This is an optimization exercise on Yosys and OpenROAD, whose aim is small area, not a production implementation.
Where RTL was checked, it was by simulation tests only, not by an equivalence proof against the original.
No functional check of the RTL was part of runs 1 to 4.
Power figures rest on the tool's default switching activity, not on a simulated workload.

==> flow/design.v <==
`timescale 1ns / 1ps
module uart_stopwatch (
    input        clk,
    input        rst,
    input        btn_R,
    input        btn_L,
    input        btn_U,
    input        rx,
    output       tx,
    output [3:0] fnd_com,
    output [7:0] fnd_data
);
    reg [2:0] bcnt;
    wire      btick = (bcnt == 3'd0);
    always @(posedge clk, posedge rst) begin
        if (rst) bcnt <= 3'd6;
        else if (bcnt == 3'd5) bcnt <= 3'd0;
        else if (bcnt == 3'd6) bcnt <= 3'd1;
        else bcnt <= bcnt + 3'd1;
    end
    localparam [7:0] R_IDLE = 8'hFF, R_DONE = 8'h99, R_FIRST = 8'h08;
    reg  [7:0] rc;
    reg  [7:0] rxd;   
    wire       r_wait   = (rc == R_IDLE) | (rc == R_DONE);
    wire       rx_done  = (rc == R_DONE);
    wire       r_start  = (rc[7:5] == 3'd0);   
    wire       r_sample = btick & (rc[3:0] == 4'hF) & (rc[7:4] != 4'h0) & ~r_wait;
    always @(posedge clk, posedge rst) begin
        if (rst) rc <= R_IDLE;
        else if (r_wait) rc <= rx ? R_IDLE : R_FIRST;
        else if (btick) rc <= rc + 8'd1;
    end
    always @(posedge clk) begin
        if (r_sample) rxd <= {rx, r_start ? 7'd0 : rxd[7:1]};
    end
    reg  [7:0] tc;
    reg        busy;
    reg        tx_reg;
    reg  [7:0] dbuf;
    wire       t_idle = (tc[7:4] == 4'h1);
    wire       t_start_bit = ~tc[7] & (tc[6:4] == 3'd7);
    wire       txE;
    wire       t_go = t_idle & ~txE;
    always @(posedge clk, posedge rst) begin
        if (rst) begin
            tc     <= 8'h10;
            busy   <= 1'b0;
            tx_reg <= 1'b1;
        end else begin
            if (t_idle) tc <= txE ? 8'h10 : 8'h70;
            else if (btick) tc <= tc + 8'd1;
            busy   <= ~t_idle;
            tx_reg <= tc[7] ? dbuf[tc[6:4]] : ~t_start_bit;
        end
    end
    assign tx = tx_reg;
    reg  [3:0] H, B, T, Y, C;
    reg        cpend, wfix;
    reg  [127:0] ring;   
    wire rxE = (T == B);
    wire rxF = (T == {~B[3], B[2:0]});
    assign txE = (B == H);
    wire txF = (B == {~H[3], H[2:0]});
    wire incT = rx_done & ~rxF;
    wire incB = ~rxE & ~txF;
    wire incH = ~busy & ~txE;
    wire cap = cpend & (Y == C);          
    wire ins = (Y == T) & (~(rxF & txF) | cap);
    wire cpend_next = t_go | (cpend & ~cap);
    always @(posedge clk, posedge rst) begin
        if (rst) begin
            H <= 4'd0;
            B <= 4'd0;
            T <= 4'd0;
            Y <= 4'd0;
            cpend <= 1'b0;
            wfix  <= 1'b0;
        end else begin
            if (incH) H <= H + 4'd1;
            if (incB) B <= B + 4'd1;
            if (incT) T <= T + 4'd1;
            Y <= Y + 4'd1;
            cpend <= cpend_next;
            wfix  <= cpend_next & (wfix | incT);
        end
    end
    always @(posedge clk) begin
        ring <= {ring[119:0], (ins | (cap & wfix)) ? rxd : ring[127:120]};
        if (t_go) C <= H;
        if (cap) dbuf <= ring[127:120];
    end
    reg [1:0] cmd;
    always @(posedge clk, posedge rst) begin
        if (rst) cmd <= 2'd0;
        else if (rxE | r_start) cmd <= 2'd0;
        else if (rxd == 8'h72) cmd <= 2'd1;
        else if (rxd == 8'h6D) cmd <= 2'd2;
        else if (rxd == 8'h63) cmd <= 2'd3;
        else cmd <= 2'd0;
    end
    reg [2:0] dR, dL, dU;
    always @(posedge clk, posedge rst) begin
        if (rst) begin
            dR <= 3'd0;
            dL <= 3'd0;
            dU <= 3'd0;
        end else begin
            dR <= {btn_R & (dR[1] | dR[2]), btn_R & dR[0], btn_R & ~dR[2]};
            dL <= {btn_L & (dL[1] | dL[2]), btn_L & dL[0], btn_L & ~dL[2]};
            dU <= {btn_U & (dU[1] | dU[2]), btn_U & dU[0], btn_U & ~dU[2]};
        end
    end
    wire i_run   = (dR == 3'b110) | (cmd == 2'd1);
    wire i_mode  = (dU == 3'b110) | (cmd == 2'd2);
    wire i_clear = (dL == 3'b110) | (cmd == 2'd3);
    reg clr, mode, pause;
    always @(posedge clk, posedge rst) begin
        if (rst) begin
            clr   <= 1'b0;
            mode  <= 1'b0;
            pause <= 1'b0;
        end else if (clr) begin
            clr <= 1'b0;
        end else begin
            clr   <= i_clear;
            mode  <= mode ^ i_mode;
            pause <= pause ^ i_run;
        end
    end
    reg  [4:0] pc;
    wire       ptick = (pc == 5'd31);
    always @(posedge clk, posedge rst) begin
        if (rst) pc <= 5'd0;
        else if (~pause) begin
            if (clr) pc <= 5'd0;
            else if (ptick) pc <= 5'd1;
            else pc <= pc + 5'd1;
        end
    end
    reg [4:0] j0, j1, j2, j3;
    wire up = ~mode;
    wire e0 = up ? (j0[4] & ~j0[3]) : (~j0[4] & ~j0[0]);
    wire e1 = up ? (j1[4] & ~j1[3]) : (~j1[4] & ~j1[0]);
    wire e2 = up ? (j2[4] & ~j2[3]) : (~j2[4] & ~j2[0]);
    wire [4:0] s0 = up ? {j0[3:0], ~j0[4]} : {~j0[0], j0[4:1]};
    wire [4:0] s1 = up ? {j1[3:0], ~j1[4]} : {~j1[0], j1[4:1]};
    wire [4:0] s2 = up ? {j2[3:0], ~j2[4]} : {~j2[0], j2[4:1]};
    wire [4:0] s3 = up ? {j3[3:0], ~j3[4]} : {~j3[0], j3[4:1]};
    always @(posedge clk, posedge rst) begin
        if (rst) begin
            j0 <= 5'd0;
            j1 <= 5'd0;
            j2 <= 5'd0;
            j3 <= 5'd0;
        end else if (clr) begin
            j0 <= 5'd0;
            j1 <= 5'd0;
            j2 <= 5'd0;
            j3 <= 5'd0;
        end else if (ptick) begin
            j0 <= s0;
            if (e0) j1 <= s1;
            if (e0 & e1) j2 <= s2;
            if (e0 & e1 & e2) j3 <= s3;
        end
    end
    reg [3:0] ph;
    reg [1:0] sel;
    always @(posedge clk, posedge rst) begin
        if (rst) begin
            ph  <= 4'd10;
            sel <= 2'd0;
        end else if (ph == 4'd9) begin
            ph  <= 4'd0;
            sel <= sel + 2'd1;
        end else if (ph == 4'd10) begin
            ph <= 4'd0;
        end else begin
            ph <= ph + 4'd1;
        end
    end
    reg [4:0] dig;
    always @(*) begin
        case (sel)
            2'd0: dig = j0;
            2'd1: dig = j1;
            2'd2: dig = j2;
            default: dig = j3;
        endcase
    end
    wire [4:0] q = dig;
    wire [6:0] seg;
    assign seg[0] = (q[0] & ~q[1]) | (q[3] & ~q[4]);
    assign seg[1] = q[1] & q[4];
    assign seg[2] = q[1] & ~q[2];
    assign seg[3] = seg[0] | (~q[1] & q[2]);
    assign seg[4] = (q[0] & ~q[1]) | (q[0] & q[2]) | (~q[1] & q[2]) | (~q[3] & q[4]);
    assign seg[5] = (~q[1] & q[2]) | (q[0] & ~q[3]);
    assign seg[6] = ~q[1] & (q[2] | ~q[4]);
    assign fnd_data = {1'b1, seg};
    assign fnd_com  = ~(4'b0001 << sel);
endmodule
==> flow/run.sh <==
#!/bin/bash
# synth_recipe.tcl (not shown) runs the flow's synth.tcl, then flattens the netlist and writes it again
# the make line also repeats each setting of config.mk as NAME=value (left out here)
make -C /OpenROAD-flow-scripts/flow DESIGN_CONFIG=/design/flow/config.mk WORK_HOME=/design/flow/orfs CLKGATE_MAP_FILE= SYNTH_SCRIPT=/design/flow/synth_recipe.tcl finish
==> flow/config.mk <==
export PLATFORM = sky130hd
export DESIGN_NAME = uart_stopwatch
export DESIGN_NICKNAME = uart_stopwatch
export VERILOG_FILES = /design/flow/design.v
export SDC_FILE = /design/flow/constraint.sdc
export NUM_CORES = 4
export LEC_CHECK = 0
export CAP_MARGIN = 20
export CORE_MARGIN = 2
export CORE_UTILIZATION = 50
export CTS_BUF_LIST = sky130_fd_sc_hd__clkbuf_8
export CTS_CLUSTER_DIAMETER = 60
export CTS_CLUSTER_SIZE = 20
export SLEW_MARGIN = 20
==> flow/constraint.sdc <==
create_clock -name core_clock -period 20.0 [get_ports {clk}]
set_input_delay 4.0000 -clock core_clock [delete_from_list [all_inputs] [get_ports {clk}]]
set_output_delay 4.0000 -clock core_clock [all_outputs]
set_load 0.01 [all_outputs]
==> run notes, run 1 <==
- DR pass1 iterations: 7
- Area leader, netlist: dfxtp_1
- Crit. End Element: primary output
- RSZ-0062 raised after global routing: false
- Hold Buf Count CTS: 0
- Post CTS Setup Buffer Count: 0
- Max incr delay on CP: 550 ps
- Most flops, register: ring
- Final core utilization: 0.555
- Post-Route Skew: 31.9 ps
- I/O pin cnt: 19
- Critical Path Source: sel[0]
- Switching power: 275 µW
- Area growth syn-to-layout: 9.10%
- CP Max Fanout: 6
- Via count: 4111
- Status: timing/DRC/antenna clean
- Peak VDD IR: 91.4 µV
- Pin count of the biggest net entering global routing: 47
- Arrival time at the worst endpoint: 2710 ps
- CORE AREA: 0.0151 mm²
- Worst Path Required: 16000 ps
- Max FFs per register: 128
- GPL Wtd Cong: 0.775
- DRC Markers: 0
- ANT cells: 0
- Post-synth ARST share: 0.362
- Detailed placement HPWL: 7.74 mm
- WHS: 321 ps
- Antenna violations before repair: 0
- Die Ht: 128 µm
- Yosys warns: 1
- Combinational share of power: 0.167
- Syn Std Cell Area: 0.00771 mm²
- Max Clk Rate: 0.149 GHz
- Slew @ Worst Pin: 1020 ps
- Largest cells by area after synthesis: dfxtp_1, dfrtp_1, edfxtp_1
- Synth cell types: 59
- Worst Hold Path Cells: 0
- CP most frequent cell: inv_1
- Total Routing Usage GR: 0.153
- Slew headroom: 0.319
- Sequential area share after synthesis: 0.685
- Row count: 45
- Final worst-path cycle share: 0.336
- R2R cell count: 7
- Initial Util: 0.509
- Vias per inst: 5.08
- Share of layout cells above drive strength 1: 0.106
- First-pass GRT wire length: 20.5 mm
- Fill count: 1271
- # H-tree levels: 1
- Total CTS buffers: 17
- DIE WIDTH: 128 µm
- Crit-path leading delay family: buffers and inverters
- Buf/Inv on CP: 3
- Startpoint class of the critical path: register
- FF+latch count, synth: 232
- DR WL/cell: 14.7 µm
- Final ANT Viol Nets: 0
- Static leakage: 3.49 nW
- Switching share of power: 0.282
- # resized after CTS: 0
- Final Setup Violations: 0
- Max-slew violation count: 0
- Top FF cell, synth: dfxtp_1
- Net count after synthesis: 608
- Die area: 0.0164 mm²
- Worst skew pair latency: 520 ps
- Crit Reg-Reg Startpoint: pc[0]
- Placed Area: 0.00807 mm²
- Root buffer cell: clkbuf_8
- Critical Path, Cell by Cell: inv_1, ha_1, a222oi_1, a21oi_1, inv_1, and2_1, o21ai_0, clkdlybuf4s50_1
- Clock transition at path regs: 110 ps
- TNS Setup: 0 ps
- Vias in the first global route: 4172
- Max-cap check violation count: 0
- Clock power share: 0.253
- EDFF count, synth: 20
- Post-route cell area: 0.00841 mm²
- Power Density: 116 mW/mm²
- Layout Nets: 632
- CTS tree: done
- First DRT Iteration DRCs: 252
- Crit path time final: 6710 ps
- P_int: 698 µW
- Syn_area_per_cell: 13.1 µm²
- Area fraction of the dominant cell type after synthesis: 0.332
- Sink Count: 232
- Port-buffer cells: 17
- Worst Setup Path Type: register to primary output
- Final Hold Fails: 0
- WP depth: 8
- CTS max path bufs: 3
- Min-delay worst type: register to register
- Sequential share of power: 0.580
- Post-Synthesis Cells: 588
- Routed WL: 11.9 mm
- Hold wc startpoint: ring[88]
- Slowest CP cell: clkdlybuf4s50_1
- GR Overflow Total: 0
## cell usage in the layout, fill, tap and decap left out, types with 12 or more instances in the layout
master / instances
a21oi_1: 26
clkbuf_8: 17
clkdlybuf4s50_1: 17
dfrtp_1: 70
dfstp_2: 14
dfxtp_1: 128
edfxtp_1: 20
ha_1: 14
inv_1: 19
mux2_2: 13
mux2i_1: 20
nand2_1: 31
nor2_1: 50
nor2b_1: 12
o21ai_0: 14
xnor2_1: 21
xor2_1: 26
## per-stage QoR
stage	std cells	worst slack (ps)	power (mW)
2_1_floorplan	588	13860	0.687
3_5_place_dp	781	13850	0.737
4_1_cts	809	13260	0.987
5_1_grt	809	13080	1.03
6_report	809	13290	0.973
3_3_place_gp	781	13950	0.731
## final cells by class
class	count	area (µm²)	area share
flip-flops and latches	232	5280	0.628
multi-input cells	323	2290	0.272
well taps	188	235	0.0280
clock buffers	17	234	0.0278
repair buffers	20	193	0.0229
clock inverters	11	108	0.0128
inverters	18	68.8	0.00818
## synthesized netlist by cell type, drive strengths merged (2+ instances only)
master  number
a211oi      11
mux2i       20
nand2       31
a222oi       4
edfxtp      20
mux4         2
dfstp       14
a21o         2
and3         4
and2         4
nor4         6
nand3        5
o22ai        4
dfxtp      128
inv         17
mux2        13
xnor2       21
a21oi       26
nand3b       3
nand2b       2
nor2        51
o21ai       14
a31oi        2
ha          14
buf          8
nor3b        6
a22o         2
nand4        8
nor3         7
o22a         2
nor4b        3
nor2b       12
o21a         5
clkbuf       7
dfrtp       70
xor2        26
## layer usage
| layer | vias up | global-route usage | wire, µm |
|---|---|---|---|
| met5 | - | 0 | 0 |
| met4 | 0 | 0.0407 | 292 |
| met3 | 20 | 0.0309 | 352 |
| met2 | 38 | 0.244 | 5350 |
| met1 | 1993 | 0.216 | 5860 |
| li1 | 2060 | - | - |
## power by group through the flow
stage	registers [mW]	clock network, mW	logic, mW
after floorplan	0.559	0	0.129
after global placement	0.573	0	0.158
after detailed placement	0.574	0	0.163
after CTS	0.565	0.258	0.165
after global routing	0.571	0.275	0.185
final	0.564	0.246	0.163
## cell families after synthesis
kind of cell | share of synthesized area
flops | 0.685
other cells | 0.000486
buf+inv | 0.0183
mux | 0.0508
simple gates | 0.100
xor+xnor | 0.0534
fa+ha+maj | 0.0240
compound gates | 0.0675
## final timing paths
| path | to | slack (ps) |
|---|---|---|
| setup / recovery | fnd_data[3] | 13290 |
| hold / removal | ring[96] | 320 |
| setup reg to reg | j3[3] | 17180 |
| hold reg to reg | ring[96] | 320 |
| max in group asynchronous | ph[0] | 15100 |
| min in group asynchronous | H[0] | 3880 |
==> run 2, diff against run 1 <==
==> flow/flow/run.sh (new file) <==
#!/bin/bash
export CTS_ARGS="-sink_clustering_enable -repair_clock_nets -dont_use_dummy_load -sink_clustering_size 32 -sink_clustering_max_diameter 80 -buf_list sky130_fd_sc_hd__clkbuf_16"
export BUFFER_PORTS_ARGS="-buffer_cell sky130_fd_sc_hd__buf_1"
bash standard.sh > standard_flow.log 2>&1
==> flow/standard.sh (new file) <==
#!/bin/bash
# synth_recipe.tcl (not shown) runs the flow's synth.tcl, then flattens the netlist and writes it again
# the make line also repeats each setting of config.mk as NAME=value (left out here)
make -C /OpenROAD-flow-scripts/flow DESIGN_CONFIG=/design/flow/config.mk WORK_HOME=/design/flow/orfs CLKGATE_MAP_FILE= SYNTH_SCRIPT=/design/flow/synth_recipe.tcl "${@:-finish}"
--- a/flow/config.mk
+++ b/flow/config.mk
@@ -8,7 +8,4 @@
 export CAP_MARGIN = 20
 export CORE_MARGIN = 2
 export CORE_UTILIZATION = 50
-export CTS_BUF_LIST = sky130_fd_sc_hd__clkbuf_8
-export CTS_CLUSTER_DIAMETER = 60
-export CTS_CLUSTER_SIZE = 20
 export SLEW_MARGIN = 20
removed: flow/run.sh
==> run notes, run 2 <==
- Syn Std Cell Area: 0.00771 mm² (unchanged)
- ANT cells: 0 (unchanged)
- Area leader, netlist: dfxtp_1 (unchanged)
- Total Routing Usage GR: 0.145 (was 0.153)
- Sink Count: 232 (unchanged)
- Most flops, register: ring (unchanged)
- I/O pin cnt: 19 (unchanged)
- Min-delay worst type: register to register (unchanged)
- Power Density: 116 mW/mm² (about the same)
- Crit Reg-Reg Startpoint: pc[0] (unchanged)
- Post-Synthesis Cells: 588 (unchanged)
- Largest cells by area after synthesis: dfxtp_1, dfrtp_1, edfxtp_1 (unchanged)
- Slew @ Worst Pin: 989 ps (was 1020 ps)
- First-pass GRT wire length: 19.6 mm (was 20.5 mm)
- EDFF count, synth: 20 (unchanged)
- Clock transition at path regs: 110 ps (about the same)
- Post CTS Setup Buffer Count: 0 (unchanged)
- DRC Markers: 0 (unchanged)
- Post-synthesis adder-cell area fraction: 0.0240 (unchanged)
- Fill count: 1278 (was 1271)
- Vias per inst: 5.20 (was 5.08)
- Post-route cell area: 0.00827 mm² (was 0.00841 mm²)
- DIE WIDTH: 128 µm (unchanged)
- Row count: 45 (unchanged)
- CTS max path bufs: 3 (unchanged)
- Layout Nets: 628 (was 632)
- Worst Setup EP: fnd_data[4] (was fnd_data[3])
- Net count after synthesis: 608 (unchanged)
- DR pass1 iterations: 5 (was 7)
- R2R cell count: 7 (unchanged)
- Initial Util: 0.509 (unchanged)
- Multiplexer share of the synthesized area: 0.0508 (unchanged)
- Synth Area in XOR/XNOR: 0.0534 (unchanged)
- Largest family of logic cells by synthesized area: simple AND/OR/NAND/NOR gates (unchanged)
- Most frequent cells in the layout: dfxtp_1, dfrtp_1, nor2_1 (unchanged)
- PnR worst setup slack: 13720 ps (was 13290 ps)
- Commonest non-fill, non-tap cell in the layout: dfxtp_1 (unchanged)
- Max FFs per register: 128 (unchanged)
- Share of layout cells above drive strength 1: 0.0875 (was 0.106)
- Post-Route Skew: 62.6 ps (was 31.9 ps)
- Hold Buf Count CTS: 0 (unchanged)
- GR Overflow Total: 0 (unchanged)
- Die Ht: 128 µm (unchanged)
- Arrival time at the worst endpoint: 2280 ps (was 2710 ps)
- Routed WL: 11.5 mm (was 11.9 mm)
- Synth cell types: 59 (unchanged)
- Status: timing/DRC/antenna clean (unchanged)
- Final ANT Viol Nets: 0 (unchanged)
- Top FF cell, synth: dfxtp_1 (unchanged)
- Post-synth top cells: dfxtp_1, dfrtp_1, nor2_1, nand2_1 (unchanged)
- Most common cell in the netlist: dfxtp_1 (unchanged)
- Static leakage: 3.41 nW (was 3.49 nW)
- Max incr delay on CP: 410 ps (was 550 ps)
- Area fraction of the dominant cell type after synthesis: 0.332 (unchanged)
- # resized after CTS: 0 (unchanged)
- Final worst-path cycle share: 0.314 (was 0.336)
- Slew headroom: 0.341 (was 0.319)
- Total CTS buffers: 12 (was 17)
- Worst skew pair latency: 470 ps (was 520 ps)
- Peak VDD IR: 64.4 µV (was 91.4 µV)
- Critical Path, Cell by Cell: inv_1, ha_1, a222oi_1, nand2_1, o21ai_0, a21boi_0, o22ai_1, buf_1 (was inv_1, ha_1, a222oi_1, a21oi_1, inv_1, and2_1, o21ai_0, clkdlybuf4s50_1)
- TNS Setup: 0 ps (unchanged)
- RSZ-0062 raised after global routing: false (unchanged)
- GPL Wtd Cong: 0.775 (about the same)
- Simple-Gate Fraction of Synth Area: 0.100 (unchanged)
- First DRT Iteration DRCs: 313 (was 252)
- CTS tree: done (unchanged)
- Detailed placement HPWL: 7.64 mm (was 7.74 mm)
- Yosys warns: 1 (unchanged)
- WP depth: 8 (unchanged)
- Slowest CP cell: dfrtp_1 (was clkdlybuf4s50_1)
- Syn_area_per_cell: 13.1 µm² (unchanged)
- Crit-path leading delay family: compound AO/OA/AOI/OAI gates (was buffers and inverters)
- Final core utilization: 0.546 (was 0.555)
- Worst Path Required: 16000 ps (about the same)
- Buf/Inv on CP: 2 (was 3)
- CORE AREA: 0.0151 mm² (unchanged)
- Critical Path Source: sel[0] (unchanged)
- Antenna violations before repair: 0 (unchanged)
- Area of the multi-input gates: 0.00229 mm² (about the same)
- Reg2reg setup slack: 17120 ps (was 17180 ps)
- Post-synth ARST share: 0.362 (unchanged)
- Max Clk Rate: 0.159 GHz (was 0.149 GHz)
- Root buffer cell: clkbuf_16 (was clkbuf_8)
- R2R Path End: j3[1] (was j3[3])
- Area growth syn-to-layout: 7.19% (was 9.10%)
- Storage cell area: 0.00528 mm² (unchanged)
- FF+latch count, synth: 232 (unchanged)
- Crit path time final: 6280 ps (was 6710 ps)
- Placed Area: 0.00797 mm² (was 0.00807 mm²)
- Final Setup Violations: 0 (unchanged)
- Compound-cell area share of the yosys netlist: 0.0675 (unchanged)
- Die area: 0.0164 mm² (unchanged)
- Max-cap check violation count: 0 (unchanged)
- DR WL/cell: 14.5 µm (was 14.7 µm)
- Worst Setup Path Type: register to primary output (unchanged)
- Max-slew violation count: 0 (unchanged)
- Setup WS pre-CTS: 14190 ps (was 13850 ps)
- Pin count of the biggest net entering global routing: 46 (was 47)
- CP Max Fanout: 6 (unchanged)
- Crit. End Element: primary output (unchanged)
- Via count: 4126 (was 4111)
- Startpoint class of the critical path: register (unchanged)
- # H-tree levels: 1 (unchanged)
- Vias in the first global route: 4011 (was 4172)
- Sequential area share after synthesis: 0.685 (unchanged)
- Port-buffer cells: 17 (unchanged)
- Final Hold Fails: 0 (unchanged)
==> run 2: cell counts after synthesis <==
No cell type changed its count.
==> run 2: layer usage <==
metal / vias up / routed length [µm] / global-route usage
met5: - / 0 / 0
li1: 2046 / - / -
met4: 0 / 261 / 0.0356
met1: 2019 / 5890 / 0.213
met3: 15 / 247 / 0.0184
met2: 46 / 5090 / 0.231
==> run 2: worst min path at each step <==
stage | startpoint | cells after the start | slack (ps) | to
detailed placement | ring[119] | 0 | 310 | ring[127]
global route | ring[70] | 0 | 310 | ring[78]
finish | ring[70] | 0 | 300 | ring[78]
floorplan | ring[92] | 0 | 310 | ring[100]
global placement | ring[118] | 0 | 310 | ring[126]
CTS | ring[70] | 0 | 310 | ring[78]
==> run 2: kinds of logic after synthesis <==
kind of cell | count (synthesis)
compound gates | 79
xor+xnor | 47
fa+ha+maj | 15
buf+inv | 33
flops | 232
mux | 35
other cells | 1
simple gates | 146
==> run 2: area by class of cell <==
cell class | count | area share
sequential | 232 | 0.639
multi-input combinational | 323 | 0.277
clock buffer | 12 | 0.0363
tap | 188 | 0.0285
timing repair buffer | 21 | 0.0111
inverter | 18 | 0.00833
==> run 2: report_power, final <==
group / total, mW / internal [mW] / switching, mW
registers: 0.569 / 0.519 / 0.0498
clock network: 0.237 / 0.108 / 0.129
logic: 0.151 / 0.0720 / 0.0785
==> run 2: metrics by stage <==
step | power, mW | cells | hold slack [ps]
finish | 0.956 | 794 | 305
global route | 1.01 | 794 | 307
CTS | 0.967 | 794 | 308
detailed placement | 0.729 | 782 | 312
global placement | 0.721 | 781 | 310
floorplan | 0.687 | 588 | 310
==> run 2: worst register-to-register path, delay by kind of cell, from the launching register on <==
| family | cells | cell delay, ps |
|---|---|---|
| simple gates | 3 | 830 |
| fa+ha+maj | 2 | 690 |
| compound gates | 2 | 810 |
| flops | 1 | 420 |
==> run 3, diff against run 2 <==
==> flow/flow/run.sh (replaced) <==
#!/bin/bash
export CTS_ARGS="-sink_clustering_enable -repair_clock_nets -dont_use_dummy_load -sink_clustering_size 20 -sink_clustering_max_diameter 60 -buf_list sky130_fd_sc_hd__clkbuf_8"
export BUFFER_PORTS_ARGS="-buffer_cell sky130_fd_sc_hd__buf_1"
bash standard.sh > standard_flow.log 2>&1
==> run notes, run 3 <==
- CTS max path bufs: 3 (unchanged)
- Met3 Track Usage GR: 0.0238 (was 0.0184)
- Most frequent cells in the layout: dfxtp_1, dfrtp_1, nor2_1 (unchanged)
- DIE WIDTH: 128 µm (unchanged)
- Largest cells by area after synthesis: dfxtp_1, dfrtp_1, edfxtp_1 (unchanged)
- Status: timing/DRC/antenna clean (unchanged)
- Syn Std Cell Area: 0.00771 mm² (unchanged)
- Peak VDD IR: 61.7 µV (was 64.4 µV)
- Post-Synthesis Cells: 588 (unchanged)
- I/O pin cnt: 19 (unchanged)
- Vias per inst: 5.18 (was 5.20)
- Antenna violations before repair: 0 (unchanged)
- Fill count: 1291 (was 1278)
- Clock transition at path regs: 100 ps (was 110 ps)
- Crit path time final: 6310 ps (was 6280 ps)
- R2R Path End: j3[3] (was j3[1])
- Max Clk Rate: 0.158 GHz (was 0.159 GHz)
- Sink Count: 232 (unchanged)
- Final worst-path cycle share: 0.316 (was 0.314)
- GR Overflow Total: 0 (unchanged)
- ANT cells: 0 (unchanged)
- Min-delay worst type: register to register (unchanged)
- First DRT Iteration DRCs: 294 (was 313)
- FF+latch count, synth: 232 (unchanged)
- Final Hold Fails: 0 (unchanged)
- Max FFs per register: 128 (unchanged)
- Met2 Use GR: 0.232 (was 0.231)
- Startpoint class of the critical path: register (unchanged)
- Post-synth top cells: dfxtp_1, dfrtp_1, nor2_1, nand2_1 (unchanged)
- Die area: 0.0164 mm² (unchanged)
- Total CTS buffers: 18 (was 12)
- Port-buffer cells: 17 (unchanged)
- Layout Nets: 634 (was 628)
- Top Usage Layer GRT: met2 (unchanged)
- TNS Setup: 0 ps (unchanged)
- Worst-case hold path end point: ring[79] (was ring[78])
- CORE AREA: 0.0151 mm² (unchanged)
- Most flops, register: ring (unchanged)
- Row count: 45 (unchanged)
- Final Power: 929 µW (was 956 µW)
- Hold Buf Count CTS: 0 (unchanged)
- Crit. End Element: primary output (unchanged)
- EDFF count, synth: 20 (unchanged)
- Worst Setup Path Type: register to primary output (unchanged)
- Root buffer cell: clkbuf_8 (was clkbuf_16)
- Power Density: 113 mW/mm² (was 116 mW/mm²)
- Worst Path Required: 16000 ps (about the same)
- Grt met1 use: 0.209 (was 0.213)
- Vias in the first global route: 4115 (was 4011)
- Hold wc startpoint: ring[71] (was ring[70])
- CP Max Fanout: 6 (unchanged)
- R2R cell count: 7 (unchanged)
- Synth cell types: 59 (unchanged)
- Final Setup Violations: 0 (unchanged)
- Worst Hold Path Cells: 0 (unchanged)
- Crit Reg-Reg Startpoint: pc[0] (unchanged)
- DRC Markers: 0 (unchanged)
- Top FF cell, synth: dfxtp_1 (unchanged)
- DR WL/cell: 14.5 µm (about the same)
- Worst skew pair latency: 490 ps (was 470 ps)
- Via count: 4146 (was 4126)
- Commonest non-fill, non-tap cell in the layout: dfxtp_1 (unchanged)
- Slew @ Worst Pin: 979 ps (was 989 ps)
- Net count after synthesis: 608 (unchanged)
- Static leakage: 3.39 nW (was 3.41 nW)
- Initial Util: 0.509 (unchanged)
- Max-slew violation count: 0 (unchanged)
- Syn_area_per_cell: 13.1 µm² (unchanged)
- Reg2reg setup slack: 17140 ps (was 17120 ps)
- Area growth syn-to-layout: 6.51% (was 7.19%)
- DR pass1 iterations: 5 (unchanged)
- Die Ht: 128 µm (unchanged)
- Most common cell in the netlist: dfxtp_1 (unchanged)
- Max-cap check violation count: 0 (unchanged)
- Area fraction of the dominant cell type after synthesis: 0.332 (unchanged)
- Share of layout cells above drive strength 1: 0.0964 (was 0.0875)
- RSZ-0062 raised after global routing: false (unchanged)
- Slew headroom: 0.348 (was 0.341)
- Routed WL: 11.6 mm (was 11.5 mm)
- # H-tree levels: 1 (unchanged)
- Yosys warns: 1 (unchanged)
- Detailed placement HPWL: 7.64 mm (unchanged)
- Arrival time at the worst endpoint: 2310 ps (was 2280 ps)
- CTS tree: done (unchanged)
- Final ANT Viol Nets: 0 (unchanged)
- GPL Wtd Cong: 0.775 (unchanged)
- Sequential area share after synthesis: 0.685 (unchanged)
- First-pass GRT wire length: 19.7 mm (was 19.6 mm)
- Post CTS Setup Buffer Count: 0 (unchanged)
- # resized after CTS: 0 (unchanged)
- Post-synth ARST share: 0.362 (unchanged)
- Post-Route Skew: 50.2 ps (was 62.6 ps)
- Area leader, netlist: dfxtp_1 (unchanged)
- Total Routing Usage GR: 0.147 (was 0.145)
- Pin count of the biggest net entering global routing: 46 (unchanged)
-- run 3: cell count changes in the layout (fill, tap and decap cells not counted), sizes merged --
cell    change
clkbuf      +6
-- run 3: per-stage QoR --
step	area, µm²	worst slack, ps	utilization	cells	hold slack (ps)
after floorplan	7710	13860	-	588	310
after global placement	7960	14310	0.526	781	310
after detailed placement	7970	14190	0.526	782	312
after CTS	8210	13710	0.542	800	296
after global routing	8210	13570	0.542	800	287
final	8210	13690	0.542	800	288
-- run 3: logic make-up (layout without fill, tap and decap cells) --
kind of cell             count (synthesis)  count (layout)  share of synthesized area
flip-flops                             232             232                      0.685
adder cells (fa/ha/maj)                 15              15                     0.0240
multiplexers                            35              35                     0.0508
XOR/XNOR                                47              47                     0.0534
other                                    1               1                   0.000486
AND/OR/NAND/NOR                        146             146                      0.100
buffers and inverters                   33              57                     0.0183
AO/OA/AOI/OAI                           79              79                     0.0675
-- run 3: cell type report --
type	instances	area, µm²	area share
Sequential cell	232	5280	0.643
Multi-Input combinational cell	323	2290	0.278
Clock buffer	18	248	0.0302
Tap cell	188	235	0.0286
Timing Repair Buffer	21	91.3	0.0111
Inverter	18	68.8	0.00838
-- run 3: worst max-delay path by stage --
stage                              to   start
final                     fnd_data[4]  sel[1]
after global routing      fnd_data[4]  sel[1]
after CTS                 fnd_data[4]  sel[1]
after detailed placement  fnd_data[4]  sel[0]
after global placement    fnd_data[4]  sel[0]
after floorplan                  B[0]     rst
-- run 3: report_power, final --
| group | switching, mW | total [mW] | internal, mW |
|---|---|---|---|
| Sequential | 0.0496 | 0.568 | 0.519 |
| Combinational | 0.0783 | 0.150 | 0.0719 |
| Clock | 0.129 | 0.210 | 0.0811 |
-- run 3: critical path: stages, from the launching register on --
cell and delay, ps:
dfrtp_1 410, inv_1 90, ha_1 260, a222oi_1 360, nand2_1 80, o21ai_0 160, a21boi_0 240, o22ai_1 100
buf_1 140
-- run 3: layer usage --
layer  up-vias  routed length (µm)
met2        64                5080
met4         0                 204
met3        18                 413
met1      2012                5880
li1       2052                   -
met5         -                   0
==> run 4, diff against run 3 <==
==> flow/flow/run.sh (replaced) <==
#!/bin/bash
cp standard.sh standard_copy.log 2>/dev/null
export CTS_ARGS="-sink_clustering_enable -repair_clock_nets -dont_use_dummy_load -sink_clustering_size 20 -sink_clustering_max_diameter 60 -buf_list sky130_fd_sc_hd__clkbuf_8"
bash standard.sh > standard_flow.log 2>&1
==> run notes, run 4 <==
- Status: timing/DRC/antenna clean (unchanged)
- R2R Path End: j3[1] (was j3[3])
- Peak VDD IR: 89.7 µV (was 61.7 µV)
- Detailed placement HPWL: 7.74 mm (was 7.64 mm)
- Crit-path leading delay family: buffers and inverters (was compound AO/OA/AOI/OAI gates)
- Sequential area share after synthesis: 0.685 (unchanged)
- FF+latch count, synth: 232 (unchanged)
- CORE AREA: 0.0151 mm² (unchanged)
- Syn Std Cell Area: 0.00771 mm² (unchanged)
- ANT cells: 0 (unchanged)
- Final worst-path cycle share: 0.333 (was 0.316)
- First-pass GRT wire length: 20.5 mm (was 19.7 mm)
- Hold Buf Count CTS: 0 (unchanged)
- Post-Synthesis Cells: 588 (unchanged)
- Max FFs per register: 128 (unchanged)
- Layout Nets: 632 (was 634)
- Post-Route Skew: 57.5 ps (was 50.2 ps)
- Total CTS buffers: 17 (was 18)
- DRC Markers: 0 (unchanged)
- Post-synth ARST share: 0.362 (unchanged)
- Most frequent cells in the layout: dfxtp_1, dfrtp_1, nor2_1 (unchanged)
- Worst skew pair latency: 510 ps (was 490 ps)
- Crit. End Element: primary output (unchanged)
- Max-slew violation count: 0 (unchanged)
- GR Overflow Total: 0 (unchanged)
- Routed WL: 11.8 mm (was 11.6 mm)
- Clock transition at path regs: 100 ps (about the same)
- DR WL/cell: 14.8 µm (was 14.5 µm)
- Static leakage: 3.43 nW (was 3.39 nW)
- Die area: 0.0164 mm² (unchanged)
- Largest cells by area after synthesis: dfxtp_1, dfrtp_1, edfxtp_1 (unchanged)
- Row count: 45 (unchanged)
- Final core utilization: 0.548 (was 0.542)
- Antenna violations before repair: 0 (unchanged)
- Worst Hold Path Cells: 0 (unchanged)
- Min-delay worst type: register to register (unchanged)
- I/O pin cnt: 19 (unchanged)
- Die Ht: 128 µm (unchanged)
- Final Hold Fails: 0 (unchanged)
- # resized after CTS: 0 (unchanged)
- Yosys warns: 1 (unchanged)
- Syn_area_per_cell: 13.1 µm² (unchanged)
- Total Routing Usage GR: 0.153 (was 0.147)
- Critical Path Source: sel[0] (was sel[1])
- Buf/Inv on CP: 3 (was 2)
- Final Setup Violations: 0 (unchanged)
- Vias per inst: 5.15 (was 5.18)
- Power Density: 113 mW/mm² (about the same)
- Post CTS Setup Buffer Count: 0 (unchanged)
- First DRT Iteration DRCs: 255 (was 294)
- CTS tree: done (unchanged)
- Arrival time at the worst endpoint: 2670 ps (was 2310 ps)
- DIE WIDTH: 128 µm (unchanged)
- Area fraction of the dominant cell type after synthesis: 0.332 (unchanged)
- Area leader, netlist: dfxtp_1 (unchanged)
- Worst Setup EP: fnd_data[3] (was fnd_data[4])
- Sink Count: 232 (unchanged)
- Max-cap check violation count: 0 (unchanged)
- CP Max Fanout: 6 (unchanged)
- Slew headroom: 0.319 (was 0.348)
- Worst Setup Path Type: register to primary output (unchanged)
- Initial Util: 0.509 (unchanged)
- TNS Setup: 0 ps (unchanged)
- Root buffer cell: clkbuf_8 (unchanged)
- CP most frequent cell: inv_1
- DR pass1 iterations: 4 (was 5)
- Reg2reg setup slack: 17180 ps (was 17140 ps)
- Post-synth top cells: dfxtp_1, dfrtp_1, nor2_1, nand2_1 (unchanged)
- Area growth syn-to-layout: 7.71% (was 6.51%)
- Vias in the first global route: 4138 (was 4115)
- EDFF count, synth: 20 (unchanged)
- Pin count of the biggest net entering global routing: 47 (was 46)
- RSZ-0062 raised after global routing: false (unchanged)
- Crit Reg-Reg Startpoint: pc[0] (unchanged)
- GPL Wtd Cong: 0.775 (about the same)
- Most flops, register: ring (unchanged)
- WP depth: 8 (unchanged)
- Slew @ Worst Pin: 1020 ps (was 979 ps)
- Commonest non-fill, non-tap cell in the layout: dfxtp_1 (unchanged)
- R2R cell count: 7 (unchanged)
- Via count: 4109 (was 4146)
- Net count after synthesis: 608 (unchanged)
- Max Clk Rate: 0.150 GHz (was 0.158 GHz)
- Slowest CP cell: clkdlybuf4s50_1 (was dfrtp_1)
- Startpoint class of the critical path: register (unchanged)
- # H-tree levels: 1 (unchanged)
- Most common cell in the netlist: dfxtp_1 (unchanged)
- Max incr delay on CP: 550 ps (was 410 ps)
- Synth cell types: 59 (unchanged)
- Fill count: 1270 (was 1291)
- Crit path time final: 6670 ps (was 6310 ps)
- Share of layout cells above drive strength 1: 0.0951 (was 0.0964)
- Worst Path Required: 16000 ps (about the same)
- Top FF cell, synth: dfxtp_1 (unchanged)
- CTS max path bufs: 3 (unchanged)
- Critical Path, Cell by Cell: inv_1, ha_1, a222oi_1, a21oi_1, inv_1, and2_1, o21ai_0, clkdlybuf4s50_1 (was inv_1, ha_1, a222oi_1, nand2_1, o21ai_0, a21boi_0, o22ai_1, buf_1)
- Port-buffer cells: 17 (unchanged)
- Final ANT Viol Nets: 0 (unchanged)
==> run 4: cell count changes in the layout (fill, tap and decap cells not counted), sizes merged <==
cell | before | now
clkbuf | 18 | 17
buf | 21 | 3
clkdlybuf4s50 | 0 | 17
==> run 4: logic make-up (layout without fill, tap and decap cells) <==
| group | Yosys count | after routing | share of synthesized area |
|---|---|---|---|
| buffers and inverters | 33 | 55 | 0.0183 |
| muxes | 35 | 35 | 0.0508 |
| adders and majority gates | 15 | 15 | 0.0240 |
| xor gates and xnor gates | 47 | 47 | 0.0534 |
| other | 1 | 1 | 0.000486 |
| AOI/OAI and AO/OA | 79 | 79 | 0.0675 |
| DFF | 232 | 232 | 0.685 |
| and+or+nand+nor | 146 | 146 | 0.100 |
==> run 4: final cells by class <==
class | count | area [µm²] | area share
tap | 188 | 235 | 0.0283
clock buffer | 17 | 234 | 0.0282
sequential | 232 | 5280 | 0.636
timing repair buffer | 20 | 193 | 0.0232
inverter | 18 | 68.8 | 0.00829
multi-input combinational | 323 | 2290 | 0.276
==> run 4: how the worst min path moves through the flow <==
stage / start / end / slack, ps
after global placement: ring[117] / ring[125] / 310
after floorplan: ring[92] / ring[100] / 310
after CTS: ring[95] / ring[103] / 300
after global routing: ring[95] / ring[103] / 300
after detailed placement: ring[13] / ring[21] / 310
final: ring[7] / ring[15] / 300
==> run 4: worst register-to-register path: stages (launching register included) <==
cell	delay, ps
dfrtp_1	420
ha_1	200
and3_1	180
ha_1	480
o221ai_1	600
nor2_1	550
nor2_1	80
a211oi_1	210
==> run 4: power breakdown <==
group / leakage, nW / internal [mW] / total (mW) / switching (mW)
sequential: 2.27 / 0.519 / 0.564 / 0.0455
clock: 0.122 / 0.0769 / 0.207 / 0.130
combinational: 1.03 / 0.0813 / 0.163 / 0.0814
==> run 4: stage by stage <==
| step | instances | cell area [µm²] | hold WS [ps] | power (mW) | setup WS [ps] |
|---|---|---|---|---|---|
| finish | 798 | 8310 | 299 | 0.935 | 13330 |
| global route | 798 | 8310 | 299 | 0.992 | 13120 |
| CTS | 798 | 8310 | 305 | 0.948 | 13310 |
| detailed placement | 781 | 8070 | 312 | 0.737 | 13850 |
| global placement | 781 | 8070 | 311 | 0.731 | 13950 |
| floorplan | 588 | 7710 | 310 | 0.687 | 13860 |
==> run 4: metal layers <==
metal  wire length [µm]  vias to the layer above  GRT usage
li1                   -                     2045          -
met1               5820                     1993      0.216
met5                  0                        -          0
met3                371                       23     0.0309
met4                267                        0     0.0414
met2               5370                       48      0.243
==> run 5, diff against run 4 <==
--- a/flow/design.v
+++ b/flow/design.v
@@ -18,7 +18,7 @@
         else if (bcnt == 3'd6) bcnt <= 3'd1;
         else bcnt <= bcnt + 3'd1;
     end
-    localparam [7:0] R_IDLE = 8'hFF, R_DONE = 8'h99, R_FIRST = 8'h08;
+    localparam [7:0] R_IDLE = 8'h9B, R_DONE = 8'h99, R_FIRST = 8'h08;
     reg  [7:0] rc;
     reg  [7:0] rxd;   
     wire       r_wait   = (rc == R_IDLE) | (rc == R_DONE);
==> flow/flow/run.sh (replaced) <==
#!/bin/bash
# The standard layout (standard.sh) with three changes:
#  - synthesis maps the logic with the area-oriented ABC script flow/area.abc
#    (registers are mapped before ABC, exactly as in the standard synthesis);
#  - clock tree synthesis adds no dummy loads;
#  - the port buffers are the smallest buffer cell.
set -euo pipefail
W=$PWD
cat flow/abc_override.tcl synth_recipe.tcl > synth_recipe_area.tcl
sed "s#SYNTH_SCRIPT=[^ ]*#SYNTH_SCRIPT=$W/synth_recipe_area.tcl#" standard.sh > standard_area.sh
export MY_ABC_SCRIPT=$W/flow/area.abc
export CTS_ARGS="-sink_clustering_enable -repair_clock_nets -dont_use_dummy_load -sink_clustering_size 22 -sink_clustering_max_diameter 50 -buf_list sky130_fd_sc_hd__clkbuf_8"
export BUFFER_PORTS_ARGS="-buffer_cell sky130_fd_sc_hd__buf_1"
bash standard_area.sh > standard_flow.log 2>&1
==> flow/flow/abc_override.tcl (new file) <==
# Prepended to the standard flow's synthesis script: every abc call runs the ABC script
# named by MY_ABC_SCRIPT (an area-oriented mapping) instead of ORFS's.
# Registers are mapped before abc runs, so they are the standard synthesis's.
proc abc {args} {
  set i [lsearch $args -script]
  if { $i >= 0 && [info exists ::env(MY_ABC_SCRIPT)] } {
    set args [lreplace $args [expr {$i + 1}] [expr {$i + 1}] $::env(MY_ABC_SCRIPT)]
  }
  yosys abc {*}$args
}
==> flow/flow/area.abc (new file) <==
&get -n
&st
&dc2
&syn3
&synch2
&if -K 6 -a
&mfs
&st
&dch -f
&nf -a -R 2000
&put
==> run notes, run 5 <==
- Status: timing/DRC/antenna clean (unchanged)
- EDFF count, synth: 20 (unchanged)
- Syn Std Cell Area: 0.00741 mm² (was 0.00771 mm²)
- Port-buffer cells: 17 (unchanged)
- Peak VDD IR: 89.3 µV (was 89.7 µV)
- Top FF cell, synth: dfxtp_1 (unchanged)
- Crit. End Element: primary output (unchanged)
- Storage cell area: 0.00528 mm² (about the same)
- Sequential share of power: 0.611 (was 0.604)
- Post-Route Skew: 92.2 ps (was 57.5 ps)
- Max Clk Rate: 0.155 GHz (was 0.150 GHz)
- Most flops, register: ring (unchanged)
- Post-route cell area: 0.00800 mm² (was 0.00831 mm²)
- Compound-cell area share of the yosys netlist: 0.0704 (was 0.0675)
- CORE AREA: 0.0145 mm² (was 0.0151 mm²)
- Slew headroom: 0.362 (was 0.319)
- DR pass1 iterations: 5 (was 4)
- # resized after CTS: 0 (unchanged)
- Final ANT Viol Nets: 0 (unchanged)
- Crit path time final: 6470 ps (was 6670 ps)
- Share of layout cells above drive strength 1: 0.0642 (was 0.0951)
- Multiplexer share of the synthesized area: 0.0432 (was 0.0508)
- GR Overflow Total: 0 (unchanged)
- Startpoint class of the critical path: register (unchanged)
- Total Routing Usage GR: 0.145 (was 0.153)
- Most common cell in the netlist: dfxtp_1 (unchanged)
- Die Ht: 126 µm (was 128 µm)
- Worst Setup Path Type: register to primary output (unchanged)
- Final worst-path cycle share: 0.323 (was 0.333)
- Max-cap check violation count: 0 (unchanged)
- Routed WL: 11.0 mm (was 11.8 mm)
- Post-synth top cells: dfxtp_1, dfrtp_1, nor2_1, nand2_1, xor2_1 (was dfxtp_1, dfrtp_1, nor2_1, nand2_1)
- Min-delay worst type: register to register (unchanged)
- Max FFs per register: 128 (unchanged)
- Total CTS buffers: 20 (was 17)
- Clock power share: 0.233 (was 0.222)
- Fill count: 1202 (was 1270)
- Largest cells by area after synthesis: dfxtp_1, dfrtp_1, edfxtp_1 (unchanged)
- Sequential area share after synthesis: 0.713 (was 0.685)
- Max-slew violation count: 0 (unchanged)
- Combinational share of power: 0.156 (was 0.174)
- Root buffer cell: clkbuf_8 (unchanged)
- PnR worst setup slack: 13530 ps (was 13330 ps)
- Hold Buf Count CTS: 0 (unchanged)
- Vias per inst: 5.17 (was 5.15)
- Layout Nets: 614 (was 632)
- ANT cells: 0 (unchanged)
- Post-Synthesis Cells: 553 (was 588)
- Most frequent cells in the layout: dfxtp_1, dfrtp_1, nor2_1 (unchanged)
- Setup WS pre-CTS: 14060 ps (was 13850 ps)
- DIE WIDTH: 126 µm (was 128 µm)
- Post CTS Setup Buffer Count: 0 (unchanged)
- Sink Count: 232 (unchanged)
- Yosys warns: 1 (unchanged)
- Switching power: 268 µW (was 257 µW)
- Row count: 44 (was 45)
- Worst skew pair latency: 540 ps (was 510 ps)
- Post-synthesis adder-cell area fraction: 0.0236 (was 0.0240)
- Simple-Gate Fraction of Synth Area: 0.0893 (was 0.100)
- RSZ-0062 raised after global routing: false (unchanged)
- P_int: 687 µW (was 677 µW)
- I/O pin cnt: 19 (unchanged)
- DRC Markers: 0 (unchanged)
- Area fraction of the dominant cell type after synthesis: 0.346 (was 0.332)
- Commonest non-fill, non-tap cell in the layout: dfxtp_1 (unchanged)
- Area leader, netlist: dfxtp_1 (unchanged)
- Detailed placement HPWL: 7.19 mm (was 7.74 mm)
- DR WL/cell: 14.1 µm (was 14.8 µm)
- Power Density: 119 mW/mm² (was 113 mW/mm²)
- Net count after synthesis: 573 (was 608)
- Slew @ Worst Pin: 956 ps (was 1020 ps)
- Area of the multi-input gates: 0.00205 mm² (was 0.00229 mm²)
- First-pass GRT wire length: 19.1 mm (was 20.5 mm)
- Worst Path Required: 16000 ps (about the same)
- Syn_area_per_cell: 13.4 µm² (was 13.1 µm²)
- CTS max path bufs: 3 (unchanged)
- Pin count of the biggest net entering global routing: 77 (was 47)
- Placed Area: 0.00772 mm² (was 0.00807 mm²)
- GPL Wtd Cong: 0.785 (was 0.775)
- Antenna violations before repair: 0 (unchanged)
- Arrival time at the worst endpoint: 2470 ps (was 2670 ps)
- WHS: 285 ps (was 299 ps)
- Static leakage: 3.26 nW (was 3.43 nW)
- TNS Setup: 0 ps (unchanged)
- Largest family of logic cells by synthesized area: simple AND/OR/NAND/NOR gates (unchanged)
- First DRT Iteration DRCs: 185 (was 255)
- Via count: 4009 (was 4109)
- Synth cell types: 40 (was 59)
- Clock transition at path regs: 120 ps (was 100 ps)
- Post-synth ARST share: 0.362 (unchanged)
- Initial Util: 0.512 (was 0.509)
- CTS tree: done (unchanged)
- Final Hold Fails: 0 (unchanged)
- Vias in the first global route: 3998 (was 4138)
- Area growth syn-to-layout: 7.92% (was 7.71%)
- Final Setup Violations: 0 (unchanged)
- FF+latch count, synth: 232 (unchanged)
- Synth Area in XOR/XNOR: 0.0497 (was 0.0534)
- Die area: 0.0158 mm² (was 0.0164 mm²)
- CP Max Fanout: 6 (unchanged)
- Switching share of power: 0.281 (was 0.275)
- # H-tree levels: 1 (unchanged)
==> run 5: cell families (layout without fill, tap and decap cells) <==
group,Yosys count,in the layout
other cells,1,1
simple gates,134,134
compound gates,82,82
buf+inv,20,59
mux,28,28
xor+xnor,42,42
fa+ha+maj,14,14
flops,232,232
==> run 5: final cells by class <==
| cell class | count | share of cell area |
|---|---|---|
| timing repair buffer | 20 | 0.0108 |
| inverter | 19 | 0.00908 |
| tap | 184 | 0.0288 |
| clock buffer | 20 | 0.0344 |
| sequential | 232 | 0.660 |
| multi-input combinational | 301 | 0.256 |
==> run 5: layer usage <==
metal / wire, µm / GRT usage / vias up
li1: - / - / 1973
met1: 5370 / 0.210 / 1956
met2: 4970 / 0.225 / 59
met3: 353 / 0.0285 / 21
met4: 274 / 0.0438 / 0
met5: 0 / 0 / -
==> run 5: path summary, 6_finish.rpt <==
check | endpoint | cells past startpoint | start | slack (ps)
max | fnd_data[4] | 7 | sel[0] | 13530
min | ring[116] | 0 | ring[108] | 290
max reg2reg | j3[3] | 11 | pc[0] | 16370
min reg2reg | ring[116] | 0 | ring[108] | 290
max in group asynchronous | pc[1] | 3 | rst | 15450
min in group asynchronous | Y[3] | 2 | rst | 3380
==> run 5: metrics by stage <==
step,instances,utilization,power [mW]
floorplan,553,-,0.695
global placement,756,0.533,0.735
detailed placement,756,0.533,0.743
CTS,776,0.552,0.966
global route,776,0.552,1.01
finish,776,0.552,0.955
==> run 5: critical path, stage by stage (launching register included) <==
cell and delay (ps):
dfrtp_1 410, clkinv_1 160, ha_1 300, a222oi_1 330, o21ai_0 220, nor2b_1 210, o211ai_1 210, buf_1 170
==> run 5: power groups by stage <==
stage	Clock, mW	Sequential, mW	Combinational, mW
finish	0.222	0.584	0.149
global route	0.249	0.593	0.172
CTS	0.231	0.584	0.152
detailed placement	0	0.592	0.150
global placement	0	0.591	0.145
floorplan	0	0.575	0.120
==> run 6, diff against run 5 <==
--- a/flow/flow/run.sh
+++ b/flow/flow/run.sh
@@ -9,6 +9,6 @@
 cat flow/abc_override.tcl synth_recipe.tcl > synth_recipe_area.tcl
 sed "s#SYNTH_SCRIPT=[^ ]*#SYNTH_SCRIPT=$W/synth_recipe_area.tcl#" standard.sh > standard_area.sh
 export MY_ABC_SCRIPT=$W/flow/area.abc
-export CTS_ARGS="-sink_clustering_enable -repair_clock_nets -dont_use_dummy_load -sink_clustering_size 22 -sink_clustering_max_diameter 50 -buf_list sky130_fd_sc_hd__clkbuf_8"
+export CTS_ARGS="-sink_clustering_enable -repair_clock_nets -dont_use_dummy_load -sink_clustering_size 10 -sink_clustering_max_diameter 40 -buf_list sky130_fd_sc_hd__clkbuf_4"
 export BUFFER_PORTS_ARGS="-buffer_cell sky130_fd_sc_hd__buf_1"
 bash standard_area.sh > standard_flow.log 2>&1
==> run notes, run 6 <==
- Routed WL: 11.0 mm (about the same)
- Max Clk Rate: 0.154 GHz (was 0.155 GHz)
- RSZ-0062 raised after global routing: false (unchanged)
- Post-Route Skew: 94.0 ps (was 92.2 ps)
- Peak VDD IR: 61.6 µV (was 89.3 µV)
- Initial Util: 0.512 (unchanged)
- Net count after synthesis: 573 (unchanged)
- # resized after CTS: 0 (unchanged)
- Post-synth ARST share: 0.362 (unchanged)
- DIE WIDTH: 126 µm (unchanged)
- Area of the multi-input gates: 0.00205 mm² (unchanged)
- Post-Synthesis Cells: 553 (unchanged)
- Vias in the first global route: 4140 (was 3998)
- Final ANT Viol Nets: 0 (unchanged)
- CTS max path bufs: 3 (unchanged)
- Via count: 4099 (was 4009)
- Worst Setup Path Type: register to primary output (unchanged)
- Slew headroom: 0.369 (was 0.362)
- TNS Setup: 0 ps (unchanged)
- Reg2reg setup slack: 16340 ps (was 16370 ps)
- DR pass1 iterations: 5 (unchanged)
- Fill count: 1214 (was 1202)
- Hold Buf Count CTS: 0 (unchanged)
- I/O pin cnt: 19 (unchanged)
- Sink Count: 232 (unchanged)
- Post-route cell area: 0.00798 mm² (was 0.00800 mm²)
- GR Overflow Total: 0 (unchanged)
- Crit. End Element: primary output (unchanged)
- Total Routing Usage GR: 0.150 (was 0.145)
- Pin count of the biggest net entering global routing: 77 (unchanged)
- Detailed placement HPWL: 7.19 mm (unchanged)
- Synth cell types: 40 (unchanged)
- Syn_area_per_cell: 13.4 µm² (unchanged)
- First DRT Iteration DRCs: 176 (was 185)
- Worst skew pair latency: 600 ps (was 540 ps)
- R2R Path End: j3[1] (was j3[3])
- Worst Hold Path Cells: 0 (unchanged)
- EDFF count, synth: 20 (unchanged)
- Antenna violations before repair: 0 (unchanged)
- Placed Area: 0.00772 mm² (unchanged)
- Worst Path Required: 16000 ps (about the same)
- # H-tree levels: 2 (was 1)
- DRC Markers: 0 (unchanged)
- First-pass GRT wire length: 19.6 mm (was 19.1 mm)
- Final Power: 945 µW (was 955 µW)
- Max FFs per register: 128 (unchanged)
- Sequential area share after synthesis: 0.713 (unchanged)
- Worst-case hold path end point: ring[101] (was ring[116])
- Yosys warns: 1 (unchanged)
- Area fraction of the dominant cell type after synthesis: 0.346 (unchanged)
- Final Hold Fails: 0 (unchanged)
- Commonest non-fill, non-tap cell in the layout: dfxtp_1 (unchanged)
- Most frequent cells in the layout: dfxtp_1, dfrtp_1, nor2_1 (unchanged)
- Top FF cell, synth: dfxtp_1 (unchanged)
- Total CTS buffers: 34 (was 20)
- FF+latch count, synth: 232 (unchanged)
- Final worst-path cycle share: 0.324 (was 0.323)
- Crit path time final: 6480 ps (was 6470 ps)
- Most flops, register: ring (unchanged)
- Area leader, netlist: dfxtp_1 (unchanged)
- Hold wc startpoint: ring[93] (was ring[108])
- Die area: 0.0158 mm² (unchanged)
- CP Max Fanout: 6 (unchanged)
- Startpoint class of the critical path: register (unchanged)
- R2R cell count: 11 (unchanged)
- Layout Nets: 628 (was 614)
- Storage cell area: 0.00528 mm² (unchanged)
- Crit Reg-Reg Startpoint: pc[0] (unchanged)
- Min-delay worst type: register to register (unchanged)
- CORE AREA: 0.0145 mm² (unchanged)
- Vias per inst: 5.19 (was 5.17)
- Arrival time at the worst endpoint: 2480 ps (was 2470 ps)
- Row count: 44 (unchanged)
- Post CTS Setup Buffer Count: 0 (unchanged)
- Largest cells by area after synthesis: dfxtp_1, dfrtp_1, edfxtp_1 (unchanged)
- Most common cell in the netlist: dfxtp_1 (unchanged)
- ANT cells: 0 (unchanged)
- Status: timing/DRC/antenna clean (unchanged)
- Port-buffer cells: 17 (unchanged)
- GPL Wtd Cong: 0.785 (unchanged)
- Final Setup Violations: 0 (unchanged)
- Clock transition at path regs: 90 ps (was 120 ps)
- Max-cap check violation count: 0 (unchanged)
- CTS tree: done (unchanged)
- Root buffer cell: clkbuf_4 (was clkbuf_8)
- Slew @ Worst Pin: 940 ps (was 956 ps)
- Share of layout cells above drive strength 1: 0.0858 (was 0.0642)
- Die Ht: 126 µm (unchanged)
- Area growth syn-to-layout: 7.65% (was 7.92%)
- DR WL/cell: 14.0 µm (was 14.1 µm)
- Max-slew violation count: 0 (unchanged)
- Power Density: 118 mW/mm² (was 119 mW/mm²)
- Post-synth top cells: dfxtp_1, dfrtp_1, nor2_1, nand2_1, xor2_1 (unchanged)
- Syn Std Cell Area: 0.00741 mm² (unchanged)
- Static leakage: 3.28 nW (was 3.26 nW)
==> run 6: cell counts after synthesis <==
No cell type changed its count.
==> run 6: worst max-delay path: stages, from the launching register on <==
cell and delay (ps):
dfrtp_1 400, clkinv_1 160, ha_1 310, a222oi_1 310
o21ai_0 220, nor2b_1 210, o211ai_1 200, buf_1 170
==> run 6: per-stage QoR <==
step | std cells | worst slack [ps] | hold slack [ps] | utilization
3_3_place_gp | 756 | 14170 | 312 | 0.533
2_1_floorplan | 553 | 14290 | 310 | -
5_1_grt | 790 | 13250 | 312 | 0.551
3_5_place_dp | 756 | 14060 | 312 | 0.533
6_report | 790 | 13520 | 311 | 0.551
4_1_cts | 790 | 13500 | 299 | 0.551
==> run 6: cells by family after synthesis <==
logic type | Yosys count | synth area share
DFF | 232 | 0.713
AOI/OAI and AO/OA | 82 | 0.0704
muxes | 28 | 0.0432
xor gates and xnor gates | 42 | 0.0497
adders and majority gates | 14 | 0.0236
buffers and inverters | 20 | 0.0106
other | 1 | 0.000506
and+or+nand+nor | 134 | 0.0893
==> run 6: report_power, final <==
group / leakage, nW / switching (mW) / internal, mW
clock network: 0.156 / 0.133 / 0.0786
logic: 0.848 / 0.0758 / 0.0730
registers: 2.27 / 0.0595 / 0.524
total: 3.28 / 0.269 / 0.676
==> run 6: layout make-up <==
type / count / area share
flip-flops and latches: 232 / 0.662
repair buffers: 20 / 0.0108
multi-input cells: 301 / 0.257
well taps: 184 / 0.0289
clock buffers: 34 / 0.0320
inverters: 19 / 0.00910
==> run 6: worst max-delay path by stage <==
| stage | from | endpoint | slack, ps | cells past startpoint |
|---|---|---|---|---|
| 2_1_floorplan | sel[0] | fnd_data[3] | 14290 | 6 |
| 3_3_place_gp | sel[0] | fnd_data[4] | 14170 | 7 |
| 3_5_place_dp | sel[0] | fnd_data[4] | 14060 | 7 |
| 4_1_cts | sel[0] | fnd_data[4] | 13500 | 7 |
| 5_1_grt | sel[0] | fnd_data[5] | 13250 | 8 |
| 6_report | sel[0] | fnd_data[4] | 13520 | 7 |
==> run 6: routing by layer <==
layer | GRT usage | share of wire | vias to the layer above
li1 | - | - | 2015
met1 | 0.207 | 0.47 | 1987
met2 | 0.228 | 0.46 | 74
met3 | 0.0408 | 0.040 | 23
met4 | 0.0595 | 0.021 | 0
met5 | 0 | 0 | -
==> run 7, diff against run 6 <==
--- a/flow/flow/run.sh
+++ b/flow/flow/run.sh
@@ -9,6 +9,6 @@
 cat flow/abc_override.tcl synth_recipe.tcl > synth_recipe_area.tcl
 sed "s#SYNTH_SCRIPT=[^ ]*#SYNTH_SCRIPT=$W/synth_recipe_area.tcl#" standard.sh > standard_area.sh
 export MY_ABC_SCRIPT=$W/flow/area.abc
-export CTS_ARGS="-sink_clustering_enable -repair_clock_nets -dont_use_dummy_load -sink_clustering_size 10 -sink_clustering_max_diameter 40 -buf_list sky130_fd_sc_hd__clkbuf_4"
+export CTS_ARGS="-sink_clustering_enable -repair_clock_nets -dont_use_dummy_load -sink_clustering_size 16 -sink_clustering_max_diameter 50 -buf_list \"sky130_fd_sc_hd__clkbuf_4 sky130_fd_sc_hd__clkbuf_8\""
 export BUFFER_PORTS_ARGS="-buffer_cell sky130_fd_sc_hd__buf_1"
 bash standard_area.sh > standard_flow.log 2>&1
==> run notes, run 7 <==
- CTS tree: done (unchanged)
- Post-Synthesis Cells: 553 (unchanged)
- Die Ht: 126 µm (unchanged)
- Syn_area_per_cell: 13.4 µm² (unchanged)
- Initial Util: 0.512 (unchanged)
- Via count: 4010 (was 4099)
- TNS Setup: 0 ps (unchanged)
- Critical Path, Cell by Cell: clkinv_1, ha_1, a222oi_1, o21ai_0, nor2b_1, o211ai_1, buf_1 (unchanged)
- Layout Nets: 616 (was 628)
- # H-tree levels: 1 (was 2)
- Arrival time at the worst endpoint: 2470 ps (was 2480 ps)
- Total Routing Usage GR: 0.146 (was 0.150)
- Non-Filler Instances: 778 (was 790)
- Vias in the first global route: 3980 (was 4140)
- GPL Wtd Cong: 0.785 (unchanged)
- EDFF count, synth: 20 (unchanged)
- CORE AREA: 0.0145 mm² (unchanged)
- Final Setup Violations: 0 (unchanged)
- Clock transition at path regs: 90 ps (about the same)
- GR Overflow Total: 0 (unchanged)
- Row count: 44 (unchanged)
- Final ANT Viol Nets: 0 (unchanged)
- Fill count: 1204 (was 1214)
- Worst Path Required: 16000 ps (about the same)
- Area fraction of the dominant cell type after synthesis: 0.346 (unchanged)
- Max-slew violation count: 0 (unchanged)
- Syn Std Cell Area: 0.00741 mm² (unchanged)
- CP Max Fanout: 6 (unchanged)
- Synth cell types: 40 (unchanged)
- Top FF cell, synth: dfxtp_1 (unchanged)
- Routed WL: 10.9 mm (was 11.0 mm)
- Yosys warns: 1 (unchanged)
- Port-buffer cells: 17 (unchanged)
- Die area: 0.0158 mm² (unchanged)
- Commonest non-fill, non-tap cell in the layout: dfxtp_1 (unchanged)
- Post-Route Skew: 95.6 ps (was 94.0 ps)
- Max FFs per register: 128 (unchanged)
- Worst Setup Path Type: register to primary output (unchanged)
- Min-delay worst type: register to register (unchanged)
- Post-synth ARST share: 0.362 (unchanged)
- Hold Buf Count CTS: 0 (unchanged)
- Area growth syn-to-layout: 8.29% (was 7.65%)
- Max-cap check violation count: 0 (unchanged)
- Crit. End Element: primary output (unchanged)
- Worst skew pair latency: 540 ps (was 600 ps)
- Status: timing/DRC/antenna clean (unchanged)
- Final Power: 964 µW (was 945 µW)
- Cells after DPL: 756 (unchanged)
- Startpoint class of the critical path: register (unchanged)
- Buf/Inv on CP: 2 (unchanged)
- # resized after CTS: 0 (unchanged)
- Slew @ Worst Pin: 946 ps (was 940 ps)
- FF+latch count, synth: 232 (unchanged)
- I/O pin cnt: 19 (unchanged)
- Final core utilization: 0.554 (was 0.551)
- Net count after synthesis: 573 (unchanged)
- Max incr delay on CP: 410 ps (was 400 ps)
- Root buffer cell: clkbuf_8 (was clkbuf_4)
- Crit path time final: 6470 ps (was 6480 ps)
- Detailed placement HPWL: 7.19 mm (unchanged)
- Power Density: 120 mW/mm² (was 118 mW/mm²)
- ANT cells: 0 (unchanged)
- Total CTS buffers: 22 (was 34)
- First DRT Iteration DRCs: 221 (was 176)
- CTS max path bufs: 3 (unchanged)
- Post CTS Setup Buffer Count: 0 (unchanged)
- DR pass1 iterations: 5 (unchanged)
- Most common cell in the netlist: dfxtp_1 (unchanged)
- First-pass GRT wire length: 19.2 mm (was 19.6 mm)
- Slowest CP cell: dfrtp_1 (unchanged)
- Antenna violations before repair: 0 (unchanged)
- Slew headroom: 0.365 (was 0.369)
- Most frequent cells in the layout: dfxtp_1, dfrtp_1, nor2_1 (unchanged)
- Pin count of the biggest net entering global routing: 77 (unchanged)
- Sink Count: 232 (unchanged)
- Largest cells by area after synthesis: dfxtp_1, dfrtp_1, edfxtp_1 (unchanged)
- Sequential area share after synthesis: 0.713 (unchanged)
- Peak VDD IR: 71.3 µV (was 61.6 µV)
- Share of layout cells above drive strength 1: 0.0673 (was 0.0858)
- DRC Markers: 0 (unchanged)
- Final worst-path cycle share: 0.323 (was 0.324)
- Crit-path leading delay family: compound AO/OA/AOI/OAI gates (unchanged)
- WHS: 289 ps (was 311 ps)
- RSZ-0062 raised after global routing: false (unchanged)
- DIE WIDTH: 126 µm (unchanged)
- DR WL/cell: 14.1 µm (was 14.0 µm)
- Static leakage: 3.28 nW (about the same)
- Vias per inst: 5.15 (was 5.19)
- Post-synth top cells: dfxtp_1, dfrtp_1, nor2_1, nand2_1, xor2_1 (unchanged)
- Max Clk Rate: 0.155 GHz (was 0.154 GHz)
- Final Hold Fails: 0 (unchanged)
- Area leader, netlist: dfxtp_1 (unchanged)
- Most flops, register: ring (unchanged)
run 7: cell counts after synthesis:
No cell type changed its count.
run 7: metal layers:
metal | vias to the layer above | GRT usage | part of all wire
li1 | 1976 | - | -
met2 | 61 | 0.223 | 0.46
met5 | - | 0 | 0
met3 | 19 | 0.0302 | 0.029
met1 | 1954 | 0.211 | 0.49
met4 | 0 | 0.0444 | 0.020
run 7: metrics by stage:
step	cell area, µm²	setup WS, ps
2_1_floorplan	7410	14290
3_3_place_gp	7720	14170
3_5_place_dp	7720	14060
4_1_cts	8020	13550
5_1_grt	8020	13310
6_report	8020	13530
run 7: worst register-to-register path, stage by stage (launching register included):
cell and delay [ps]:
dfrtp_1 390, ha_1 200, and3_1 170, ha_1 360, o21ai_0 210, nor2_1 480
o21ai_0 230, nor2_1 510, o21a_1 220, and2_0 460, nor2_1 80, a211oi_1 230
run 7: logic make-up (layout without fill, tap and decap cells):
kind of cell               count (synthesis)  after routing  share of synthesized area
buffers and inverters                     20             61                     0.0106
muxes                                     28             28                     0.0432
AOI/OAI and AO/OA                         82             82                     0.0704
xor gates and xnor gates                  42             42                     0.0497
other                                      1              1                   0.000506
DFF                                      232            232                      0.713
and+or+nand+nor                          134            134                     0.0893
adders and majority gates                 14             14                     0.0236
run 7: cell type report:
type,count,area [µm²],area share
clock buffer,22,303,0.0377
timing repair buffer,20,86.3,0.0108
multi-input combinational,301,2050,0.256
sequential,232,5280,0.658
inverter,19,72.6,0.00905
tap,184,230,0.0287
run 7: where the power goes:
| part | internal (mW) | switching [mW] |
|---|---|---|
| clock | 0.0980 | 0.133 |
| combinational | 0.0730 | 0.0764 |
| sequential | 0.524 | 0.0593 |
run 7: worst paths after layout:
kind | from | endpoint | slack, ps | cells past startpoint
max | sel[0] | fnd_data[4] | 13530 | 7
min reg2reg | ring[87] | ring[95] | 290 | 0
min | ring[87] | ring[95] | 290 | 0
max in group asynchronous | rst | pc[1] | 15450 | 3
min in group asynchronous | rst | Y[3] | 3390 | 2
max reg2reg | pc[0] | j3[3] | 16350 | 11

## port drivers added, routing unchanged
In the flow no input, the clock included, has a driving cell. The finished layouts below were timed again as built, in two steps. Step 1 assumes that a clkbuf_16 drives the clock port and a buf_2 every other input. Step 2 adds t to the input delays and takes it off the output delays; t is the mean of the earliest and latest rising clock arrival at the registers after step 1. Input paths then give back, and output paths get back, about the clock's delay inside the block. Three values: ideal, step 1, step 2; two values: the first two.
| run | t, ns | setup WS [ns] | hold WS [ns] | worst setup path at the end | cell pins on the clock port's net |
|---|---|---|---|---|---|
| run 1 | 0.543 | 13.289 / 13.253 / 13.796 | 0.321 / 0.321 / 0.321 | register to output | 1 |
| run 2 | 0.478 | 13.716 / 13.677 / 14.155 | 0.305 / 0.305 / 0.305 | register to output | 1 |
| run 3 | 0.506 | 13.688 / 13.652 / 14.159 | 0.288 / 0.288 / 0.288 | register to output | 1 |
| run 4 | 0.516 | 13.333 / 13.297 / 13.813 | 0.299 / 0.299 / 0.299 | register to output | 1 |
| run 5 | 0.528 | 13.531 / 13.495 / 14.023 | 0.285 / 0.285 / 0.285 | register to output | 1 |
| run 6 | 0.583 | 13.518 / 13.485 / 14.068 | 0.311 / 0.311 / 0.311 | register to output | 1 |
| run 7 | 0.525 | 13.531 / 13.496 / 14.021 | 0.289 / 0.289 / 0.289 | register to output | 1 |
After both steps setup and hold are still met in every run listed.
